Background: an optimization exercise with open tools, aiming at small area and a short achievable clock period. Do not read the settings as production practice. Function was checked by simulation only, so behaviour that the tests miss may differ from the original. No driver is modelled on the clock port, so clocking that relies on it looks cheaper here than on a real chip.

## JK
Design pe, start of the top module:
module pe (
    input               clk,
    input               rst,
    input  signed [7:0] weight,
    input  signed [7:0] inmap,
    input               inmap_vld,
    input               weight_vld,
    input  signed [7:0] bias,
    output signed [7:0] outmap,
    output              outmap_vld,
    output signed [15:0] outraw
);
  wire v = inmap_vld & weight_vld;
  reg  [4:0]  n;     
  reg  [15:0] acc;   
  wire z = (n == 5'd0);
  wire [15:0] base = (v & z) ? {{5{bias[7]}}, bias, 3'b0} : (v ? acc : 16'd0);
  wire [7:0] wg;
  gate8 u_gw (.a(weight), .e0(inmap_vld), .e1(weight_vld), .y(wg));
  wire one0 = inmap[0] ^ 1'b0;
  wire two0 = (inmap[1] & ~inmap[0] & ~1'b0) | (~inmap[1] & inmap[0] & 1'b0);
  wire neg0 = inmap[1] & ~(inmap[0] & 1'b0);
  wire pp0_0 = ((one0 & wg[0]) | (two0 & 1'b0)) ^ neg0;
  wire pp0_1 = ((one0 & wg[1]) | (two0 & wg[0])) ^ neg0;
  wire pp0_2 = ((one0 & wg[2]) | (two0 & wg[1])) ^ neg0;
  wire pp0_3 = ((one0 & wg[3]) | (two0 & wg[2])) ^ neg0;
  wire pp0_4 = ((one0 & wg[4]) | (two0 & wg[3])) ^ neg0;
  wire pp0_5 = ((one0 & wg[5]) | (two0 & wg[4])) ^ neg0;
  wire pp0_6 = ((one0 & wg[6]) | (two0 & wg[5])) ^ neg0;
  ...
Size in the first run: ~360 cells after synthesis, about 21 flip-flops, ~53 I/O pins.
==> flow/config.mk <==
export PLATFORM = sky130hd
export DESIGN_NAME = pe
export DESIGN_NICKNAME = pe
export VERILOG_FILES = /design/flow/design.v
export SDC_FILE = /design/flow/constraint.sdc
export NUM_CORES = 4
export LEC_CHECK = 0
export CAP_MARGIN = 50
export CORE_MARGIN = 2
export CORE_UTILIZATION = 40
export SLEW_MARGIN = 75
export SYNTH_HIERARCHICAL = 1
export SYNTH_MINIMUM_KEEP_SIZE = 0
==> flow/constraint.sdc <==
create_clock -name core_clock -period 10.5 [get_ports {clk}]
set_input_delay 2.1000 -clock core_clock [delete_from_list [all_inputs] [get_ports {clk}]]
set_output_delay 2.1000 -clock core_clock [all_outputs]
set_load 0.01 [all_outputs]
standard.sh (not shown) runs the stock make flow with config.mk's settings and CLKGATE_MAP_FILE= SYNTH_SCRIPT=/design/flow/synth_recipe.tcl, a recipe that flattens the netlist after the stock synthesis.
==> flow/flow/run.sh <==
#!/bin/bash
# Own layout flow: the standard ORFS layout, with port buffers of a small, fast buffer
# (buf_2) instead of the default the port buffering picks; every port still gets a buffer.
set -euo pipefail
export BUFFER_PORTS_ARGS="-buffer_cell sky130_fd_sc_hd__buf_2"
bash standard.sh > standard_flow.log 2>&1
JK did not stop at any stage, and its layout met the timing, design-rule and antenna checks.
--- input diff JK..MS ---
# JK
export LEC_CHECK = 0
export CAP_MARGIN = 50
export CORE_MARGIN = 2
export CORE_UTILIZATION = 40
export SLEW_MARGIN = 75
export SYNTH_HIERARCHICAL = 1
export SYNTH_MINIMUM_KEEP_SIZE = 0
create_clock -name core_clock -period 10.5 [get_ports {clk}]
# MS
export LEC_CHECK = 0
export CAP_MARGIN = 0
export CORE_MARGIN = 2
export CORE_UTILIZATION = 40
export SLEW_MARGIN = 60
export SYNTH_HIERARCHICAL = 1
export SYNTH_MINIMUM_KEEP_SIZE = 0
create_clock -name core_clock -period 10.5 [get_ports {clk}]
==> flow/flow/run.sh <==
#!/bin/bash
# Own layout flow: the standard ORFS layout (standard.sh, which also runs the standard
# synthesis) with two changes:
#  - port buffers are buf_1 instead of the buffer the port buffering picks by default
#    (every input and output port still gets its own buffer; the sizing may upsize it);
#  - before clock-tree synthesis, pre_cts.tcl runs a timing-driven sizing pass (gate
#    upsizing and pin swaps only) aiming at a worst slack SIZE_EXTRA_SLACK ns above the
#    placed one.
# The final report's power-grid check has failed now and then on a placement; if the run
# fails, it is redone from scratch with a slightly smaller sizing target. Each attempt's
# output is in standard_flow_<target>.log; ORFS's own logs are under orfs/logs.
set -uo pipefail
here=$(cd "$(dirname "$0")" && pwd)
export BUFFER_PORTS_ARGS="-buffer_cell sky130_fd_sc_hd__buf_1"
export PRE_CTS_TCL="$here/pre_cts.tcl"
for x in 0.45 0.40 0.35 0.30; do
  rm -rf orfs out/final.def
  if SIZE_EXTRA_SLACK=$x bash standard.sh > "standard_flow_$x.log" 2>&1 && [[ -f out/final.def ]]; then
    echo "layout done with sizing target +$x ns"
    exit 0
  fi
  echo "layout with sizing target +$x ns failed; see standard_flow_$x.log"
done
exit 1
==> flow/flow/pre_cts.tcl (new file) <==
# Timing-driven gate sizing before CTS: upsize gates and swap pins (no buffering) on the
# worst paths until the worst slack is SIZE_EXTRA_SLACK ns above what placement left.
estimate_parasitics -placement
set ws [worst_slack -max]
puts "pre_cts sizing: worst slack $ws, target [expr {$ws + $::env(SIZE_EXTRA_SLACK)}]"
repair_timing -setup -setup_margin [expr {$ws + $::env(SIZE_EXTRA_SLACK)}] \
  -sequence "sizeup,swap" -repair_tns 0 -verbose
puts "pre_cts sizing: worst slack now [worst_slack -max]"
Results
Any difference in hold slack between JK and MS is small enough to ignore. From JK to MS, synthesized cell count did not move at all. MS vs JK: met2 layer usage reported by global route down in MS.

-- what the ideal ports hide --
Ports are ideal in the flow. The routed layouts listed here were re-timed in OpenROAD. Step 1 (the two cells are an assumption about what drives the block):
set clk [get_ports {clk}]
set_driving_cell -lib_cell sky130_fd_sc_hd__clkbuf_16 $clk
set_driving_cell -lib_cell sky130_fd_sc_hd__buf_2 [delete_from_list [all_inputs] $clk]
Step 2 also shifts input and output timing later by t, the mid clock arrival at the registers, as if the neighbouring blocks saw the same clock. Slacks: ideal ports / drivers / drivers and shift; pairs: ideal ports / drivers.
run | shift t [ns] | setup WS [ns] | hold slack, ns | worst data-port slew with drivers (ns)
JK | 0.283 | 1.804 / 1.783 / 1.783 | 0.447 / 0.447 / 0.447 | 0.03
MS | 0.281 | 2.125 / 2.105 / 2.105 | 0.446 / 0.446 / 0.446 | 0.04
After both steps every run listed still meets setup and hold. The setup slack of JK, which loses most, moves by -0.021 ns with the drivers and by -0.021 ns with both steps.
